This is an optimization exercise on Yosys and OpenROAD, whose aim is small area and a short achievable clock period, not a production implementation. Function was not checked in any run shown here: the RTL went through the layout flow alone. Power and IR drop assume default switching activity.

[run.sh]
#!/bin/bash
# synth_recipe.tcl (not shown) runs the flow's synth.tcl, then flattens the netlist and writes it again
# the make line also repeats each setting of config.mk as NAME=value (left out here)
make -C /OpenROAD-flow-scripts/flow DESIGN_CONFIG=/design/flow/config.mk WORK_HOME=/design/flow/orfs CLKGATE_MAP_FILE= SYNTH_SCRIPT=/design/flow/synth_recipe.tcl finish
[config.mk]
export PLATFORM = sky130hd
export DESIGN_NAME = lab4
export DESIGN_NICKNAME = lab4
export VERILOG_FILES = /design/flow/design.v
export SDC_FILE = /design/flow/constraint.sdc
export NUM_CORES = 4
export LEC_CHECK = 0
export CAP_MARGIN = 20
export CORE_MARGIN = 2
export CORE_UTILIZATION = 40
export CTS_BUF_LIST = sky130_fd_sc_hd__clkbuf_8
export SETUP_SLACK_MARGIN = 5
export SLEW_MARGIN = 20
export SYNTH_HIERARCHICAL = 1
export SYNTH_MINIMUM_KEEP_SIZE = 0
[constraint.sdc]
create_clock -name core_clock -period 13.0 [get_ports {clk}]
set_input_delay 2.6000 -clock core_clock [delete_from_list [all_inputs] [get_ports {clk}]]
set_output_delay 2.6000 -clock core_clock [all_outputs]
set_load 0.01 [all_outputs]
[design.v]
module lab4(Dout, Din, clk, reset);
output  [17:0]  Dout;
input   [7:0]   Din;
input           clk, reset;
reg [7:0] r0, r1, r2, r3, r4, r5, r6, r7, r8, r9, r10;
reg [16:0] s;
wire pas1, pac2;
ha upas1 (.a(r1[0]), .b(r7[0]), .s(pas1), .co(pac2));
wire pas3, pac4;
fa upas3 (.a(r1[1]), .b(r7[1]), .c(pac2), .s(pas3), .co(pac4));
wire pas5, pac6;
fa upas5 (.a(r1[2]), .b(r7[2]), .c(pac4), .s(pas5), .co(pac6));
wire pas7, pac8;
fa upas7 (.a(r1[3]), .b(r7[3]), .c(pac6), .s(pas7), .co(pac8));
wire pas9, pac10;
fa upas9 (.a(r1[4]), .b(r7[4]), .c(pac8), .s(pas9), .co(pac10));
wire pas11, pac12;
fa upas11 (.a(r1[5]), .b(r7[5]), .c(pac10), .s(pas11), .co(pac12));
wire pas13, pac14;
fa upas13 (.a(r1[6]), .b(r7[6]), .c(pac12), .s(pas13), .co(pac14));
wire pas15, pac16;
fa upas15 (.a(r1[7]), .b(r7[7]), .c(pac14), .s(pas15), .co(pac16));
wire pbs17, pbc18;
ha upbs17 (.a(r2[0]), .b(r6[0]), .s(pbs17), .co(pbc18));
wire pbs19, pbc20;
fa upbs19 (.a(r2[1]), .b(r6[1]), .c(pbc18), .s(pbs19), .co(pbc20));
wire pbs21, pbc22;
fa upbs21 (.a(r2[2]), .b(r6[2]), .c(pbc20), .s(pbs21), .co(pbc22));
wire pbs23, pbc24;
fa upbs23 (.a(r2[3]), .b(r6[3]), .c(pbc22), .s(pbs23), .co(pbc24));
wire pbs25, pbc26;
fa upbs25 (.a(r2[4]), .b(r6[4]), .c(pbc24), .s(pbs25), .co(pbc26));
wire pbs27, pbc28;
fa upbs27 (.a(r2[5]), .b(r6[5]), .c(pbc26), .s(pbs27), .co(pbc28));
wire pbs29, pbc30;
fa upbs29 (.a(r2[6]), .b(r6[6]), .c(pbc28), .s(pbs29), .co(pbc30));
wire pbs31, pbc32;
fa upbs31 (.a(r2[7]), .b(r6[7]), .c(pbc30), .s(pbs31), .co(pbc32));
wire pcs33, pcc34;
ha upcs33 (.a(r3[0]), .b(r5[0]), .s(pcs33), .co(pcc34));
wire pcs35, pcc36;
fa upcs35 (.a(r3[1]), .b(r5[1]), .c(pcc34), .s(pcs35), .co(pcc36));
wire pcs37, pcc38;
fa upcs37 (.a(r3[2]), .b(r5[2]), .c(pcc36), .s(pcs37), .co(pcc38));
wire pcs39, pcc40;
fa upcs39 (.a(r3[3]), .b(r5[3]), .c(pcc38), .s(pcs39), .co(pcc40));
wire pcs41, pcc42;
fa upcs41 (.a(r3[4]), .b(r5[4]), .c(pcc40), .s(pcs41), .co(pcc42));
wire pcs43, pcc44;
fa upcs43 (.a(r3[5]), .b(r5[5]), .c(pcc42), .s(pcs43), .co(pcc44));
wire pcs45, pcc46;
fa upcs45 (.a(r3[6]), .b(r5[6]), .c(pcc44), .s(pcs45), .co(pcc46));
wire pcs47, pcc48;
fa upcs47 (.a(r3[7]), .b(r5[7]), .c(pcc46), .s(pcs47), .co(pcc48));
wire n49 = ~pas1;
wire n50 = ~pas3;
wire n51 = ~pas5;
wire n52 = ~pas7;
wire n53 = ~pas9;
wire n54 = ~pas11;
wire n55 = ~pas13;
wire n56 = ~pas15;
wire n57 = ~pac16;
wire n58 = ~pcs33;
wire n59 = ~pcs35;
wire n60 = ~pcs37;
wire n61 = ~pcs39;
wire n62 = ~pcs41;
wire n63 = ~pcs43;
wire n64 = ~pcs45;
wire n65 = ~pcs47;
wire n66 = ~pcc48;
wire n67 = ~r10[0];
wire n68 = ~r10[1];
wire n69 = ~r10[2];
wire n70 = ~r10[3];
wire n71 = ~r10[4];
wire n72 = ~r10[5];
wire n73 = ~r10[6];
wire n74 = ~r10[7];
wire ts75, tc76;
fa uts75 (.a(r4[0]), .b(r9[0]), .c(r10[0]), .s(ts75), .co(tc76));
wire ts77, tc78;
ha uts77 (.a(pcs33), .b(ts75), .s(ts77), .co(tc78));
wire ts79, tc80;
fa uts79 (.a(r4[1]), .b(r9[1]), .c(r10[1]), .s(ts79), .co(tc80));
wire ts81, tc82;
fa uts81 (.a(pas1), .b(pcs33), .c(tc76), .s(ts81), .co(tc82));
wire ts83, tc84;
fa uts83 (.a(ts79), .b(pcs35), .c(tc78), .s(ts83), .co(tc84));
wire ts85, tc86;
ha uts85 (.a(ts81), .b(ts83), .s(ts85), .co(tc86));
wire ts87 = ~(r4[2] ^ r9[2]);
wire tc88 = r4[2] | r9[2];
wire ts89, tc90;
fa uts89 (.a(r10[2]), .b(ts87), .c(pbs17), .s(ts89), .co(tc90));
wire ts91, tc92;
fa uts91 (.a(tc80), .b(pas3), .c(pcs35), .s(ts91), .co(tc92));
wire ts93, tc94;
fa uts93 (.a(ts89), .b(tc82), .c(pcs37), .s(ts93), .co(tc94));
wire ts95, tc96;
fa uts95 (.a(tc84), .b(ts91), .c(tc86), .s(ts95), .co(tc96));
wire ts97, tc98;
ha uts97 (.a(ts93), .b(ts95), .s(ts97), .co(tc98));
wire ts99 = ~(r4[0] ^ r4[3]);
wire tc100 = r4[0] | r4[3];
wire ts101, tc102;
fa uts101 (.a(r9[3]), .b(r10[3]), .c(n67), .s(ts101), .co(tc102));
wire ts103, tc104;
fa uts103 (.a(tc88), .b(ts99), .c(ts101), .s(ts103), .co(tc104));
wire ts105, tc106;
fa uts105 (.a(pbs19), .b(tc90), .c(ts103), .s(ts105), .co(tc106));
wire ts107, tc108;
fa uts107 (.a(tc92), .b(pas5), .c(pcs37), .s(ts107), .co(tc108));
wire ts109, tc110;
fa uts109 (.a(pcs39), .b(tc94), .c(ts105), .s(ts109), .co(tc110));
wire ts111, tc112;
fa uts111 (.a(ts107), .b(tc96), .c(ts109), .s(ts111), .co(tc112));
wire ts113, tc114;
ha uts113 (.a(Din[3]), .b(tc98), .s(ts113), .co(tc114));
wire ts115, tc116;
fa uts115 (.a(r4[1]), .b(r4[4]), .c(r9[0]), .s(ts115), .co(tc116));
wire ts117, tc118;
fa uts117 (.a(r9[4]), .b(r10[4]), .c(n68), .s(ts117), .co(tc118));
wire ts119, tc120;
fa uts119 (.a(tc100), .b(pas1), .c(pbs17), .s(ts119), .co(tc120));
wire ts121, tc122;
fa uts121 (.a(tc102), .b(ts115), .c(ts117), .s(ts121), .co(tc122));
wire ts123, tc124;
fa uts123 (.a(ts119), .b(tc104), .c(ts121), .s(ts123), .co(tc124));
wire ts125, tc126;
fa uts125 (.a(pbs21), .b(tc106), .c(pas7), .s(ts125), .co(tc126));
wire ts127, tc128;
fa uts127 (.a(pcs39), .b(tc108), .c(ts123), .s(ts127), .co(tc128));
wire ts129, tc130;
fa uts129 (.a(pcs41), .b(tc110), .c(ts125), .s(ts129), .co(tc130));
wire ts131, tc132;
fa uts131 (.a(ts127), .b(Din[0]), .c(Din[4]), .s(ts131), .co(tc132));
wire ts133, tc134;
fa uts133 (.a(tc114), .b(tc112), .c(ts129), .s(ts133), .co(tc134));
wire ts135 = ~(r4[2] ^ r4[5]);
wire tc136 = r4[2] | r4[5];
wire ts137, tc138;
fa uts137 (.a(r0[0]), .b(r8[0]), .c(r9[1]), .s(ts137), .co(tc138));
wire ts139, tc140;
fa uts139 (.a(r9[5]), .b(r10[5]), .c(n69), .s(ts139), .co(tc140));
wire ts141, tc142;
fa uts141 (.a(ts135), .b(pbs17), .c(tc116), .s(ts141), .co(tc142));
wire ts143, tc144;
fa uts143 (.a(tc118), .b(ts137), .c(ts139), .s(ts143), .co(tc144));
wire ts145, tc146;
fa uts145 (.a(pas3), .b(pbs19), .c(tc120), .s(ts145), .co(tc146));
wire ts147, tc148;
fa uts147 (.a(ts141), .b(tc122), .c(ts143), .s(ts147), .co(tc148));
wire ts149, tc150;
fa uts149 (.a(ts145), .b(tc124), .c(pbs23), .s(ts149), .co(tc150));
wire ts151, tc152;
fa uts151 (.a(ts147), .b(pas9), .c(pcs41), .s(ts151), .co(tc152));
wire ts153, tc154;
fa uts153 (.a(tc126), .b(tc128), .c(ts149), .s(ts153), .co(tc154));
wire ts155, tc156;
fa uts155 (.a(Din[1]), .b(Din[5]), .c(pcs43), .s(ts155), .co(tc156));
wire ts157, tc158;
fa uts157 (.a(tc130), .b(ts151), .c(ts153), .s(ts157), .co(tc158));
wire ts159, tc160;
fa uts159 (.a(tc132), .b(ts155), .c(tc134), .s(ts159), .co(tc160));
wire ts161, tc162;
fa uts161 (.a(r4[0]), .b(r4[3]), .c(r4[6]), .s(ts161), .co(tc162));
wire ts163, tc164;
fa uts163 (.a(r0[1]), .b(r8[1]), .c(r9[2]), .s(ts163), .co(tc164));
wire ts165, tc166;
fa uts165 (.a(r9[6]), .b(r10[6]), .c(n70), .s(ts165), .co(tc166));
wire ts167, tc168;
fa uts167 (.a(tc136), .b(n49), .c(n58), .s(ts167), .co(tc168));
wire ts169, tc170;
fa uts169 (.a(tc138), .b(tc140), .c(ts161), .s(ts169), .co(tc170));
wire ts171, tc172;
fa uts171 (.a(ts163), .b(ts165), .c(pbs19), .s(ts171), .co(tc172));
wire ts173, tc174;
fa uts173 (.a(tc142), .b(ts167), .c(tc144), .s(ts173), .co(tc174));
wire ts175, tc176;
fa uts175 (.a(ts169), .b(tc146), .c(pas5), .s(ts175), .co(tc176));
wire ts177, tc178;
fa uts177 (.a(pbs21), .b(ts171), .c(tc148), .s(ts177), .co(tc178));
wire ts179, tc180;
fa uts179 (.a(ts173), .b(ts175), .c(pbs25), .s(ts179), .co(tc180));
wire ts181, tc182;
fa uts181 (.a(tc150), .b(ts177), .c(Din[2]), .s(ts181), .co(tc182));
wire ts183, tc184;
fa uts183 (.a(Din[6]), .b(pas11), .c(pcs43), .s(ts183), .co(tc184));
wire ts185, tc186;
fa uts185 (.a(tc152), .b(tc154), .c(ts179), .s(ts185), .co(tc186));
wire ts187, tc188;
fa uts187 (.a(ts181), .b(pcs45), .c(tc156), .s(ts187), .co(tc188));
wire ts189, tc190;
fa uts189 (.a(ts183), .b(tc158), .c(ts185), .s(ts189), .co(tc190));
wire ts191, tc192;
ha uts191 (.a(ts187), .b(tc160), .s(ts191), .co(tc192));
wire ts193 = ~(r4[1] ^ r4[4]);
wire tc194 = r4[1] | r4[4];
wire ts195, tc196;
fa uts195 (.a(r4[7]), .b(r0[2]), .c(r8[2]), .s(ts195), .co(tc196));
wire ts197, tc198;
fa uts197 (.a(r9[3]), .b(r9[7]), .c(r10[7]), .s(ts197), .co(tc198));
wire ts199, tc200;
fa uts199 (.a(n71), .b(ts193), .c(tc162), .s(ts199), .co(tc200));
wire ts201, tc202;
fa uts201 (.a(tc164), .b(tc166), .c(ts195), .s(ts201), .co(tc202));
wire ts203, tc204;
fa uts203 (.a(ts197), .b(n50), .c(n59), .s(ts203), .co(tc204));
wire ts205, tc206;
fa uts205 (.a(tc168), .b(tc170), .c(ts199), .s(ts205), .co(tc206));
wire ts207, tc208;
fa uts207 (.a(ts201), .b(tc172), .c(pbs21), .s(ts207), .co(tc208));
wire ts209, tc210;
fa uts209 (.a(ts203), .b(tc174), .c(ts205), .s(ts209), .co(tc210));
wire ts211, tc212;
fa uts211 (.a(pas7), .b(pbs23), .c(tc176), .s(ts211), .co(tc212));
wire ts213, tc214;
fa uts213 (.a(ts207), .b(tc178), .c(ts209), .s(ts213), .co(tc214));
wire ts215, tc216;
fa uts215 (.a(ts211), .b(Din[3]), .c(Din[7]), .s(ts215), .co(tc216));
wire ts217, tc218;
fa uts217 (.a(pbs27), .b(tc180), .c(ts213), .s(ts217), .co(tc218));
wire ts219, tc220;
fa uts219 (.a(tc182), .b(ts215), .c(pas13), .s(ts219), .co(tc220));
wire ts221, tc222;
fa uts221 (.a(pcs45), .b(tc184), .c(tc186), .s(ts221), .co(tc222));
wire ts223, tc224;
fa uts223 (.a(ts217), .b(pcs47), .c(tc188), .s(ts223), .co(tc224));
wire ts225, tc226;
fa uts225 (.a(ts219), .b(tc190), .c(ts221), .s(ts225), .co(tc226));
wire ts227, tc228;
ha uts227 (.a(tc192), .b(ts223), .s(ts227), .co(tc228));
wire ts229 = ~(r4[2] ^ r4[5]);
wire tc230 = r4[2] | r4[5];
wire ts231, tc232;
fa uts231 (.a(r0[3]), .b(r8[3]), .c(r9[4]), .s(ts231), .co(tc232));
wire ts233, tc234;
fa uts233 (.a(n72), .b(tc194), .c(ts229), .s(ts233), .co(tc234));
wire ts235, tc236;
fa uts235 (.a(tc196), .b(tc198), .c(ts231), .s(ts235), .co(tc236));
wire ts237, tc238;
fa uts237 (.a(ts233), .b(tc200), .c(tc202), .s(ts237), .co(tc238));
wire ts239, tc240;
fa uts239 (.a(ts235), .b(tc204), .c(n51), .s(ts239), .co(tc240));
wire ts241, tc242;
fa uts241 (.a(n60), .b(tc206), .c(ts237), .s(ts241), .co(tc242));
wire ts243, tc244;
fa uts243 (.a(pbs23), .b(tc208), .c(ts239), .s(ts243), .co(tc244));
wire ts245, tc246;
fa uts245 (.a(tc210), .b(ts241), .c(pas9), .s(ts245), .co(tc246));
wire ts247, tc248;
fa uts247 (.a(pbs25), .b(tc212), .c(Din[4]), .s(ts247), .co(tc248));
wire ts249, tc250;
fa uts249 (.a(ts243), .b(tc214), .c(ts245), .s(ts249), .co(tc250));
wire ts251, tc252;
fa uts251 (.a(tc216), .b(ts247), .c(pbs29), .s(ts251), .co(tc252));
wire ts253, tc254;
fa uts253 (.a(tc218), .b(ts249), .c(pcc48), .s(ts253), .co(tc254));
wire ts255, tc256;
fa uts255 (.a(pas15), .b(pcs47), .c(tc220), .s(ts255), .co(tc256));
wire ts257, tc258;
fa uts257 (.a(tc222), .b(ts251), .c(tc224), .s(ts257), .co(tc258));
wire ts259, tc260;
fa uts259 (.a(ts253), .b(ts255), .c(tc226), .s(ts259), .co(tc260));
wire ts261, tc262;
ha uts261 (.a(tc228), .b(ts257), .s(ts261), .co(tc262));
wire ts263 = ~(r4[3] ^ r4[6]);
wire tc264 = r4[3] | r4[6];
wire ts265, tc266;
fa uts265 (.a(r0[4]), .b(r8[4]), .c(r9[5]), .s(ts265), .co(tc266));
wire ts267, tc268;
fa uts267 (.a(n73), .b(tc230), .c(ts263), .s(ts267), .co(tc268));
wire ts269, tc270;
fa uts269 (.a(tc232), .b(ts265), .c(tc234), .s(ts269), .co(tc270));
wire ts271, tc272;
fa uts271 (.a(ts267), .b(tc236), .c(ts269), .s(ts271), .co(tc272));
wire ts273, tc274;
fa uts273 (.a(tc238), .b(ts271), .c(n52), .s(ts273), .co(tc274));
wire ts275, tc276;
fa uts275 (.a(n61), .b(tc240), .c(tc242), .s(ts275), .co(tc276));
wire ts277, tc278;
fa uts277 (.a(pbs25), .b(tc244), .c(ts273), .s(ts277), .co(tc278));
wire ts279, tc280;
fa uts279 (.a(Din[5]), .b(ts275), .c(pas11), .s(ts279), .co(tc280));
wire ts281, tc282;
fa uts281 (.a(pbs27), .b(tc246), .c(tc248), .s(ts281), .co(tc282));
wire ts283, tc284;
fa uts283 (.a(ts277), .b(tc250), .c(ts279), .s(ts283), .co(tc284));
wire ts285, tc286;
fa uts285 (.a(ts281), .b(pac16), .c(pcc48), .s(ts285), .co(tc286));
wire ts287, tc288;
fa uts287 (.a(pbs31), .b(tc252), .c(ts283), .s(ts287), .co(tc288));
wire ts289, tc290;
fa uts289 (.a(tc254), .b(tc256), .c(ts285), .s(ts289), .co(tc290));
wire ts291, tc292;
fa uts291 (.a(ts287), .b(tc258), .c(ts289), .s(ts291), .co(tc292));
wire ts293, tc294;
ha uts293 (.a(tc260), .b(tc262), .s(ts293), .co(tc294));
wire ts295, tc296;
fa uts295 (.a(r4[4]), .b(r4[7]), .c(r0[5]), .s(ts295), .co(tc296));
wire ts297, tc298;
fa uts297 (.a(r8[5]), .b(r9[6]), .c(n74), .s(ts297), .co(tc298));
wire ts299, tc300;
fa uts299 (.a(tc264), .b(tc266), .c(ts295), .s(ts299), .co(tc300));
wire ts301, tc302;
fa uts301 (.a(ts297), .b(tc268), .c(ts299), .s(ts301), .co(tc302));
wire ts303, tc304;
fa uts303 (.a(tc270), .b(ts301), .c(tc272), .s(ts303), .co(tc304));
wire ts305, tc306;
fa uts305 (.a(n53), .b(n62), .c(tc274), .s(ts305), .co(tc306));
wire ts307, tc308;
fa uts307 (.a(ts303), .b(Din[6]), .c(tc276), .s(ts307), .co(tc308));
wire ts309, tc310;
fa uts309 (.a(pbs27), .b(tc278), .c(ts305), .s(ts309), .co(tc310));
wire ts311, tc312;
fa uts311 (.a(ts307), .b(pas13), .c(pbs29), .s(ts311), .co(tc312));
wire ts313, tc314;
fa uts313 (.a(tc280), .b(tc282), .c(ts309), .s(ts313), .co(tc314));
wire ts315, tc316;
fa uts315 (.a(pbc32), .b(tc284), .c(ts311), .s(ts315), .co(tc316));
wire ts317, tc318;
fa uts317 (.a(ts313), .b(tc286), .c(tc288), .s(ts317), .co(tc318));
wire ts319, tc320;
fa uts319 (.a(ts315), .b(tc290), .c(ts317), .s(ts319), .co(tc320));
wire ts321, tc322;
ha uts321 (.a(tc292), .b(tc294), .s(ts321), .co(tc322));
wire ts323, tc324;
fa uts323 (.a(r4[5]), .b(r0[6]), .c(r8[6]), .s(ts323), .co(tc324));
wire ts325, tc326;
fa uts325 (.a(r9[7]), .b(tc296), .c(tc298), .s(ts325), .co(tc326));
wire ts327, tc328;
fa uts327 (.a(ts323), .b(tc300), .c(ts325), .s(ts327), .co(tc328));
wire ts329, tc330;
fa uts329 (.a(tc302), .b(ts327), .c(tc304), .s(ts329), .co(tc330));
wire ts331, tc332;
fa uts331 (.a(Din[7]), .b(n54), .c(n63), .s(ts331), .co(tc332));
wire ts333, tc334;
fa uts333 (.a(tc306), .b(ts329), .c(tc308), .s(ts333), .co(tc334));
wire ts335, tc336;
fa uts335 (.a(pbs29), .b(tc310), .c(ts331), .s(ts335), .co(tc336));
wire ts337, tc338;
fa uts337 (.a(ts333), .b(pas15), .c(pbs31), .s(ts337), .co(tc338));
wire ts339, tc340;
fa uts339 (.a(tc312), .b(tc314), .c(ts335), .s(ts339), .co(tc340));
wire ts341, tc342;
fa uts341 (.a(tc316), .b(ts337), .c(ts339), .s(ts341), .co(tc342));
wire ts343, tc344;
fa uts343 (.a(tc318), .b(ts341), .c(tc320), .s(ts343), .co(tc344));
wire ts345 = ~(r4[6] ^ r0[7]);
wire tc346 = r4[6] | r0[7];
wire ts347, tc348;
fa uts347 (.a(r8[7]), .b(ts345), .c(tc324), .s(ts347), .co(tc348));
wire ts349, tc350;
fa uts349 (.a(tc326), .b(ts347), .c(tc328), .s(ts349), .co(tc350));
wire ts351, tc352;
fa uts351 (.a(ts349), .b(tc330), .c(n55), .s(ts351), .co(tc352));
wire ts353, tc354;
fa uts353 (.a(n64), .b(tc332), .c(tc334), .s(ts353), .co(tc354));
wire ts355, tc356;
fa uts355 (.a(pac16), .b(pbc32), .c(pbs31), .s(ts355), .co(tc356));
wire ts357, tc358;
fa uts357 (.a(tc336), .b(ts351), .c(ts353), .s(ts357), .co(tc358));
wire ts359, tc360;
fa uts359 (.a(tc338), .b(ts355), .c(tc340), .s(ts359), .co(tc360));
wire ts361, tc362;
fa uts361 (.a(ts357), .b(tc342), .c(ts359), .s(ts361), .co(tc362));
wire ts363, tc364;
fa uts363 (.a(r4[7]), .b(tc346), .c(tc348), .s(ts363), .co(tc364));
wire ts365, tc366;
fa uts365 (.a(ts363), .b(tc350), .c(pbc32), .s(ts365), .co(tc366));
wire ts367, tc368;
fa uts367 (.a(n56), .b(n65), .c(tc352), .s(ts367), .co(tc368));
wire ts369, tc370;
fa uts369 (.a(tc354), .b(tc356), .c(ts365), .s(ts369), .co(tc370));
wire ts371, tc372;
fa uts371 (.a(ts367), .b(tc358), .c(ts369), .s(ts371), .co(tc372));
wire ts373, tc374;
ha uts373 (.a(tc360), .b(ts371), .s(ts373), .co(tc374));
wire ts375 = ~(tc364 ^ n57);
wire tc376 = tc364 | n57;
wire ts377, tc378;
fa uts377 (.a(n66), .b(ts375), .c(tc366), .s(ts377), .co(tc378));
wire ts379, tc380;
fa uts379 (.a(tc368), .b(tc370), .c(ts377), .s(ts379), .co(tc380));
wire ts381, tc382;
ha uts381 (.a(tc372), .b(ts379), .s(ts381), .co(tc382));
wire ts383 = ~(tc376 ^ tc378);
wire tc384 = tc376 | tc378;
wire ts385, tc386;
ha uts385 (.a(ts383), .b(tc380), .s(ts385), .co(tc386));
wire ts387 = ~(tc384 ^ tc386);
wire tc388 = tc384 | tc386;
wire tls389, tlc390;
ha utls389 (.a(ts77), .b(Din[0]), .s(tls389), .co(tlc390));
wire tls391, tlc392;
fa utls391 (.a(ts85), .b(Din[1]), .c(tlc390), .s(tls391), .co(tlc392));
wire tls393, tlc394;
fa utls393 (.a(Din[2]), .b(ts97), .c(tlc392), .s(tls393), .co(tlc394));
wire tls395, tlc396;
fa utls395 (.a(ts113), .b(ts111), .c(tlc394), .s(tls395), .co(tlc396));
wire tls397, tlc398;
fa utls397 (.a(ts131), .b(ts133), .c(tlc396), .s(tls397), .co(tlc398));
wire tls399, tlc400;
fa utls399 (.a(ts157), .b(ts159), .c(tlc398), .s(tls399), .co(tlc400));
wire tls401, tlc402;
fa utls401 (.a(ts189), .b(ts191), .c(tlc400), .s(tls401), .co(tlc402));
wire tls403, tlc404;
fa utls403 (.a(ts225), .b(ts227), .c(tlc402), .s(tls403), .co(tlc404));
wire tls405, tlc406;
fa utls405 (.a(ts259), .b(ts261), .c(tlc404), .s(tls405), .co(tlc406));
wire tls407, tlc408;
fa utls407 (.a(ts291), .b(ts293), .c(tlc406), .s(tls407), .co(tlc408));
wire [6:0] sh_a = {ts387, tc382, tc374, tc362, tc344, tc322, ts319};
wire [6:0] sh_b = {1'b0, ts385, ts381, ts373, ts361, ts343, ts321};
wire [6:0] sh0 = sh_a + sh_b;
wire [6:0] sh1 = sh_a + sh_b + 1'b1;
wire [16:0] s_next = {tlc408 ? sh1 : sh0, tls407, tls405, tls403, tls401, tls399, tls397, tls395, tls393, tls391, tls389};
always @(posedge clk) begin
    if (!reset) begin
        r0 <= 8'h00;
        r1 <= 8'hff;
        r2 <= 8'h00;
        r3 <= 8'hff;
        r4 <= 8'h00;
        r5 <= 8'hff;
        r6 <= 8'h00;
        r7 <= 8'hff;
        r8 <= 8'h00;
        r9 <= 8'h00;
        r10 <= 8'hff;
        s  <= 17'd130817;
    end else begin
        r0 <= Din;
        r1 <= ~r0;
        r2 <= ~r1;
        r3 <= ~r2;
        r4 <= ~r3;
        r5 <= ~r4;
        r6 <= ~r5;
        r7 <= ~r6;
        r8 <= ~r7;
        r9 <= r8;
        r10 <= ~r9;
        s  <= s_next;
    end
end
wire n409 = ~Din[0];
wire n410 = ~Din[1];
wire n411 = ~Din[2];
wire n412 = ~Din[3];
wire n413 = ~Din[4];
wire n414 = ~Din[5];
wire n415 = ~Din[6];
wire n416 = ~Din[7];
wire os417, oc418;
ha uos417 (.a(s[3]), .b(Din[0]), .s(os417), .co(oc418));
wire os419, oc420;
fa uos419 (.a(s[4]), .b(Din[1]), .c(n413), .s(os419), .co(oc420));
wire os421, oc422;
fa uos421 (.a(s[5]), .b(Din[2]), .c(n414), .s(os421), .co(oc422));
wire os423, oc424;
fa uos423 (.a(s[6]), .b(Din[3]), .c(n415), .s(os423), .co(oc424));
wire os425, oc426;
fa uos425 (.a(s[7]), .b(Din[4]), .c(n416), .s(os425), .co(oc426));
wire os427, oc428;
ha uos427 (.a(s[8]), .b(Din[5]), .s(os427), .co(oc428));
wire os429, oc430;
ha uos429 (.a(s[9]), .b(Din[6]), .s(os429), .co(oc430));
wire os431, oc432;
ha uos431 (.a(s[10]), .b(Din[7]), .s(os431), .co(oc432));
wire [11:0] lo = {oc432, oc430, oc428, oc426, oc424, oc422, oc420, oc418, n412, s[2], s[1], s[0]} + {1'b0, os431, os429, os427, os425, os423, os421, os419, os417, n411, n410, n409};
wire [5:0] hi0 = s[16:11];
wire [5:0] hi1 = s[16:11] + 6'd1;
assign Dout = {1'b0, lo[11] ? hi1 : hi0, lo[10:0]};
endmodule
module fa(a, b, c, s, co);
input a, b, c;
output s, co;
assign s = a ^ b ^ c;
assign co = (a & b) | (c & (a ^ b));
endmodule
module ha(a, b, s, co);
input a, b;
output s, co;
assign s = a ^ b;
assign co = a & b;
endmodule
==> run_results.csv, run 1 <==
group,metric,value,unit
timing,final-setup-viol-count,0,
pwr,p_sw_frac,0.415,
global_route,overflow,0,
min_path,hold_start,"r4[2]",
yosys,syn_nets,837,
global_route,antenna_found_initial,0,
place,gp_congestion,0.866,
yosys,yosys_warnings,7,
timing,drv_slew,0,
place,port_buffers,26,
final_layout,area_delta_synth_final,10.9,%
timing,whs,0.395,ns
yosys,seq_area_frac_synth,0.279,
final_layout,final_cells,879,
clocking,clkSinkCount,105,
yosys,ys.flop_type,"dfxtp_1",
final_layout,drive_above_1_share,0.0698,
yosys,syn_area_per_cell,12.4,um2
global_route,use_met1,0.219,
detailed_routing,wl_per_cell,17.1,um
floorplan,die_x,141,um
min_path,hold_depth,1,
pwr,power.density,210,mW/mm2
pwr,seqPwrFrac,0.211,
timing,final_hold_viol_count,0,
timing,finalCriticalPeriod,7.95,ns
yosys,synthesis.area,0.00754,mm2
setup_path,timing.rr.end,"s[16]",
floorplan,io_pins,28,
yosys,ys_async_sr_fraction,0,
setup_path,arrival,5.35,ns
detailed_routing,firstDrtPassIters,4,
final_layout,nNetsFinal,868,
clocking,cts-root-buf,"clkbuf_8",
pwr,peakVddDrop,0.000212,V
detailed_routing,drt-total-wl,15000,um
setup_path,r2r-start,"r1[0]",
place,post-place-cells,859,
clocking,htree_levels,3,
setup_path,rrSetupSlack,5.79,ns
detailed_routing,vias_per_cell,4.82,
yosys,synth_cell_types,43,
clocking,cts_hold_buf,0,
clocking,numCtsBuffers,9,
global_route,top_usage_layer,"met2",
floorplan,rows,50,
detailed_routing,antenna_left,0,
global_route,grt_pass1_vias,4837,
pwr,p_int,1.03,mW
global_route,grtUsageTotal,0.164,
global_route,grt_pass1_wl,24600,um
setup_path,worstPathRequired,10.40,ns
timing,rsz0062_at_grt,"no",
floorplan,start_util,0.406,
timing,skew,0.0117,ns
yosys,synth_edf_count,0,
place,hpwl,12700,um
final_layout,final_util,0.450,
setup_path,rr_worst_depth,20,
detailed_routing,drc,0,
global_route,grt_max_degree,67,
global_route,globalRouteMet2Util,0.282,
yosys,synth_cells,609,
floorplan,placeableCoreArea,0.0186,mm2
global_route,use_met3,0.0189,
clocking,clockBufferDepth,2,
flow_run,drv_cap,0,
floorplan,die-area,0.0200,mm2
setup_path,crit_type,"input pin to output pin",
pwr,clockPowerShare,0.123,
floorplan,dieHeight,141,um
clocking,cts_tree,"built",
setup_path,cp-start-kind,"input pin",
yosys,synth_seq_cells,105,
min_path,hold_class,"register to register",
status,outcome,"timing/DRC/antenna clean",
clocking,path_clk_slew,0.10,ns
timing,fmax,126,MHz
min_path,whs_endpoint,"r5[2]",
timing,period_share,0.612,
final_layout,diodes,0,
pwr,p_sw,729,uW
pwr,leakage,3.62,nW
timing,worst_slew_pin_slew,0.645,ns
detailed_routing,vias,4241,
detailed_routing,drtIter0Drc,186,
setup_path,end_kind,"output pin",
pwr,comb_power_share,0.666,
clocking,worstSkewPairLatency,0.39,ns
setup_path,cp_max_fo,4,
timing,setup_tns,0,ns
timing,relSlewSlack,0.570,
layout make-up:
type	count	area [um2]
Multi-Input combinational cell	423	5220
Timing Repair Buffer	32	274
Clock buffer	9	124
Tap cell	234	293
Fill cell	1688	10200
Inverter	69	259
Clock inverter	7	86.3
Sequential cell	105	2100
synthesized netlist by cell type (6+ instances only):
cell | instances | share of area
nand2_1 | 50 | 0.025
dfxtp_1 | 105 | 0.28
clkbuf_1 | 11 | 0.0055
a21o_1 | 7 | 0.0070
and2_1 | 18 | 0.015
ha_1 | 47 | 0.078
nor2_1 | 49 | 0.024
o21ai_0 | 8 | 0.0053
fa_1 | 171 | 0.45
inv_1 | 69 | 0.034
xnor2_1 | 11 | 0.013
a21oi_1 | 9 | 0.0060
xor2_1 | 7 | 0.0081
nor2b_1 | 6 | 0.0050
timing repair:
item | 4_1_cts | 5_1_grt
resized for setup | 45 | 16
pin swaps | 4 | 4
endpoints found under the setup margin | 11 | 6
setup buffers | 0 | 4
how the worst max path moves through the flow:
stage	startpoint	to	slack, ns	cells after the start
5_1_grt	Din[5]	Dout[12]	4.97	11
3_5_place_dp	Din[6]	Dout[12]	4.20	11
4_1_cts	Din[2]	Dout[13]	4.90	10
2_1_floorplan	Din[6]	Dout[12]	5.65	9
6_report	Din[5]	Dout[12]	5.05	11
3_3_place_gp	Din[6]	Dout[12]	4.31	11
layer usage:
metal  wire length, um  share of wire  vias to the layer above
li1                  -              -                     1957
met1              6640           0.44                     2221
met2              7700           0.51                       47
met3               395          0.026                       16
met4               269          0.018                        0
met5                 0              0                        -
modules after synthesis, one instance, submodules excluded:
module  cell area [um2]  cells inside  flip-flops and latches
lab4               3900           420                     105
ha                 12.5             1                       0
fa                 20.0             1                       0
critical path, cell delays in order:
cell           delay [ns]
buf_4                0.14
inv_1                0.08
fa_1                 0.57
ha_4                 0.23
and2_1               0.19
o21ai_2              0.19
a31oi_4              0.07
a221o_1              0.42
or2_4                0.29
mux2_4               0.29
dlygate4sd2_1        0.28
flip-flops by register name (all words and copies together) (netlist names):
| signal | cells |
|---|---|
| r4 | 8 |
| s | 17 |
| r2 | 8 |
| r6 | 8 |
| r1 | 8 |
| r5 | 8 |
| r8 | 8 |
| r9 | 8 |
| r7 | 8 |
| r3 | 8 |
| r10 | 8 |
| r0 | 8 |
metrics by stage:
step	setup slack [ns]	instance area [um2]	total power, mW
final	5.05	8360	1.76
after global routing	4.97	8360	1.95
after CTS	4.90	8300	1.75
after detailed placement	4.20	8050	1.52
after global placement	4.31	8050	1.49
after floorplan	5.65	7540	1.23
power groups by stage:
stage	Combinational (mW)	Sequential, mW	Clock (mW)
5_1_grt	1.34	0.373	0.236
3_3_place_gp	1.12	0.376	0
4_1_cts	1.16	0.370	0.224
6_report	1.17	0.370	0.216
3_5_place_dp	1.14	0.377	0
2_1_floorplan	0.854	0.373	0
logic make-up (layout without fill, tap and decap cells):
kind of cell,after synthesis,after routing,share of synthesized area
xor gates and xnor gates,18,18,0.0209
and+or+nand+nor,140,140,0.0832
other,1,1,0.000497
DFF,105,105,0.279
AOI/OAI and AO/OA,44,44,0.0403
buffers and inverters,81,117,0.0408
adders and majority gates,218,218,0.532
muxes,2,2,0.00332
cell usage in the layout, fill, tap and decap left out, types with 2 or more instances in the layout:
master	count
a211oi_1	2
a21o_1	7
a21oi_1	7
and2_1	18
and4_1	2
buf_2	4
buf_4	8
clkbuf_8	9
clkdlybuf4s50_1	11
clkinv_4	2
dfxtp_1	105
dlygate4sd2_1	6
fa_1	171
ha_1	42
ha_2	3
ha_4	2
inv_1	69
inv_6	2
nand2_1	50
nand2b_1	4
nand3_1	2
nor2_1	49
nor2b_1	6
nor3_1	4
o21a_1	2
o21ai_0	7
o21ai_2	3
xnor2_1	11
xor2_1	7
==> inputs of run 2 (changes only) <==
==> flow/run.sh (new file) <==
#!/bin/bash
# Standard layout (the standard.sh), with a larger setup-slack margin for
# the resizer's repair_timing so that it keeps shortening the critical paths.
set -euo pipefail
MARGIN=7
sed -e "s/\"\${@:-finish}\"/SETUP_SLACK_MARGIN=$MARGIN \"\${@:-finish}\"/" standard.sh > standard_margin.sh
grep -q "SETUP_SLACK_MARGIN=$MARGIN" standard_margin.sh
bash standard_margin.sh > standard.log 2>&1
==> standard.sh (new file) <==
#!/bin/bash
# synth_recipe.tcl (not shown) runs the flow's synth.tcl, then flattens the netlist and writes it again
# the make line also repeats each setting of config.mk as NAME=value (left out here)
make -C /OpenROAD-flow-scripts/flow DESIGN_CONFIG=/design/flow/config.mk WORK_HOME=/design/flow/orfs CLKGATE_MAP_FILE= SYNTH_SCRIPT=/design/flow/synth_recipe.tcl "${@:-finish}"
--- a/config.mk
+++ b/config.mk
@@ -9,6 +9,4 @@
 export CORE_MARGIN = 2
 export CORE_UTILIZATION = 40
-export CTS_BUF_LIST = sky130_fd_sc_hd__clkbuf_8
-export SETUP_SLACK_MARGIN = 5
 export SLEW_MARGIN = 20
 export SYNTH_HIERARCHICAL = 1
removed: run.sh
==> run_results.csv, run 2 <==
group,metric,value,unit
status,outcome,"timing/DRC/antenna clean",
pwr,peakVddDrop,0.000260,V
flow_run,drv_cap,0,
place,dpl-instance-area,0.00822,mm2
global_route,grt_pass1_vias,5187,
clocking,cts_tree,"built",
setup_path,setup.worst_path.end,"Dout[12]",
floorplan,rows,50,
final_layout,design_area,0.00935,mm2
pwr,p_int,1.36,mW
timing,rsz0062_at_grt,"yes",
timing,fmax,131,MHz
timing,worst_slew_pin_slew,0.691,ns
setup_path,crit_type,"input pin to output pin",
pwr,p_sw_frac,0.411,
setup_path,cp.depth,10,
pwr,clockPowerShare,0.114,
yosys,synthTopCellsByArea,"fa_1, dfxtp_1, ha_1, inv_1, nand2_1",
floorplan,start_util,0.406,
yosys,synthesis.area,0.00754,mm2
final_layout,diodes,0,
detailed_routing,vias,4441,
yosys,syn_area_per_cell,12.4,um2
timing,setup_ws,5.36,ns
yosys,syn_nets,837,
global_route,antenna_found_initial,0,
timing,period_share,0.587,
detailed_routing,antenna_left,0,
setup_path,slowest_stage,"fa_1",
timing,finalCriticalPeriod,7.64,ns
place,port_buffers,26,
timing,final-setup-viol-count,0,
final_layout,final_common_cell,"fa_1",
timing,relSlewSlack,0.539,
detailed_routing,firstDrtPassIters,4,
yosys,synth_seq_cells,105,
clocking,cts-root-buf,"clkbuf_16",
final_layout,largest_register,"s",
setup_path,critPathBufInv,2,
global_route,grt_pass1_wl,26400,um
clocking,numCtsBuffers,9,
pwr,leakage,3.94,nW
setup_path,crit_chain,"buf_12 > fa_1 > ha_4 > a21o_1 > o21ai_4 > a31oi_4 > a221o_1 > or2_4 > mux2_4 > buf_6",
final_layout,largest_reg_flops,17,
clocking,clockBufferDepth,2,
yosys,synth_cell_types,43,
setup_path,cp-start-kind,"input pin",
setup_path,max_stage_delay,0.54,ns
setup_path,timing.rr.end,"s[16]",
setup_path,arrival,5.04,ns
final_layout,final_cells,924,
yosys,seq_area_frac_synth,0.279,
setup_path,r2r-start,"r4[7]",
timing,drv_slew,0,
floorplan,io_pins,28,
global_route,grt_max_degree,67,
yosys,ys_async_sr_fraction,0,
timing,setup_tns,0,ns
global_route,overflow,0,
detailed_routing,vias_per_cell,4.81,
yosys,synth_edf_count,0,
yosys,yosys_warnings,7,
detailed_routing,drtIter0Drc,161,
final_layout,drive_above_1_share,0.314,
yosys,synth_common_cells,"fa_1, dfxtp_1, inv_1, nand2_1, nor2_1",
pwr,p_sw,947,uW
setup_path,setup.worst_path.start,"Din[3]",
place,hpwl,12800,um
floorplan,die_x,141,um
detailed_routing,drc,0,
yosys,ys.flop_type,"dfxtp_1",
final_layout,area_delta_synth_final,24.0,%
min_path,hold_class,"register to register",
yosys,synth_top_cell_by_area,"fa_1",
pwr,totalPowerFinal,2.30,mW
pwr,comb_power_share,0.724,
pwr,seqPwrFrac,0.161,
yosys,yosysTopAreaCellShare,0.454,
floorplan,placeableCoreArea,0.0186,mm2
detailed_routing,drt-total-wl,16400,um
pwr,power.density,246,mW/mm2
setup_path,cp_max_fo,4,
place,place_ws,4.33,ns
place,post-place-cells,859,
place,gp_congestion,0.853,
clocking,path_clk_slew,0.07,ns
final_layout,final_util,0.503,
floorplan,dieHeight,141,um
setup_path,rrSetupSlack,6.15,ns
clocking,htree_levels,3,
timing,skew,0.00703,ns
setup_path,critical-path-top-delay-family,"compound AO/OA/AOI/OAI gates",
timing,whs,0.391,ns
final_layout,mostFrequentLayoutCells,"fa_1, dfxtp_1, inv_1",
setup_path,end_kind,"output pin",
global_route,grtUsageTotal,0.178,
floorplan,die-area,0.0200,mm2
setup_path,worstPathRequired,10.40,ns
final_layout,nNetsFinal,913,
clocking,clkSinkCount,105,
timing,final_hold_viol_count,0,
detailed_routing,wl_per_cell,17.8,um
setup_path,rr_worst_depth,20,
clocking,worstSkewPairLatency,0.36,ns
yosys,synth_cells,609,
yosys,yosysMostFrequentCell,"fa_1",
## run 2: logic make-up (layout without fill, tap and decap cells)
kind of cell             Yosys count  after routing  synth area share
buffers and inverters             81            162            0.0408
multiplexers                       2              2           0.00332
AND/OR/NAND/NOR                  140            140            0.0832
adder cells (fa/ha/maj)          218            218             0.532
other                              1              1          0.000497
XOR/XNOR                          18             18            0.0209
flip-flops                       105            105             0.279
AO/OA/AOI/OAI                     44             44            0.0403
## run 2: area by class of cell
type	instances	area (um2)
Fill cell	1612	9230
Clock buffer	10	229
Inverter	69	284
Tap cell	234	293
Clock inverter	6	53.8
Sequential cell	105	2130
Timing Repair Buffer	77	677
Multi-Input combinational cell	423	5690
## run 2: worst min path at each step
stage                from     to  slack, ns  cells past startpoint
global placement    r4[2]  r5[2]       0.37                      1
global route        r6[0]  r7[0]       0.42                      1
finish              r0[7]  r1[7]       0.39                      1
detailed placement  r0[7]  r1[7]       0.37                      1
floorplan           r0[7]  r1[7]       0.36                      1
CTS                 r6[0]  r7[0]       0.39                      1
## run 2: what timing repair did
action | 4_1_cts | 5_1_grt
pin swaps | 51 | 42
buffers inserted | 33 | 16
hold buffers | 0 | 0
resized for setup | 211 | 50
endpoints found under the setup margin | 26 | 24
## run 2: power groups by stage
stage                     combinational, mW  clock [mW]  sequential (mW)
after CTS                              1.51       0.270            0.371
after floorplan                       0.956           0            0.373
final                                  1.67       0.263            0.371
after detailed placement               1.27           0            0.378
after global placement                 1.24           0            0.377
after global routing                   1.85       0.282            0.374
## run 2: layer usage
layer,wire [um],track usage,vias to the layer above,part of all wire
met4,404,0.0653,0,0.025
met5,0,0,-,0
met1,7090,0.228,2318,0.43
met2,8610,0.307,47,0.52
met3,333,0.0283,24,0.020
li1,-,-,2052,-
## run 2: Yosys stat by module, one instance, submodules excluded
module | copies in the design | cells inside | flops+latches
fa | 169 | 1 | 0
lab4 | 1 | 420 | 105
ha | 20 | 1 | 0
## run 2: worst reg2reg max path: cells and delay by family, from the launching register on
family	cells	cell delay, ns
adders and majority gates	13	5.58
and+or+nand+nor	4	0.57
DFF	1	0.36
buffers and inverters	2	0.14
AOI/OAI and AO/OA	1	0.06

what the ideal ports hide:
The flow's constraints put no driver on any port. The routed layouts listed below were extracted and timed again, unchanged, in two steps.
Step 1, drivers: a clkbuf_16 drives clk and a buf_2 each remaining input, both assumed.
Step 2 adds t to the input delays and takes it off the output delays; t is the mean of the earliest and latest rising clock arrival at the registers after step 1. Input paths then give back, and output paths get back, about the clock's delay inside the block.
a / b / c = no drivers / after step 1 / after step 2; a / b = the first two.
run	t (ns)	setup WS [ns]	worst hold slack (ns)	worst setup path at the end
run 1	0.425	5.050 / 5.016 / 5.016	0.395 / 0.395 / 0.395	input to output
run 2	0.402	5.363 / 5.309 / 5.309	0.391 / 0.391 / 0.391	input to output
After both steps setup and hold are still met in every run listed. For run 2, which loses most, drivers alone change the setup slack by -0.054 ns; drivers and shift together by -0.054 ns.
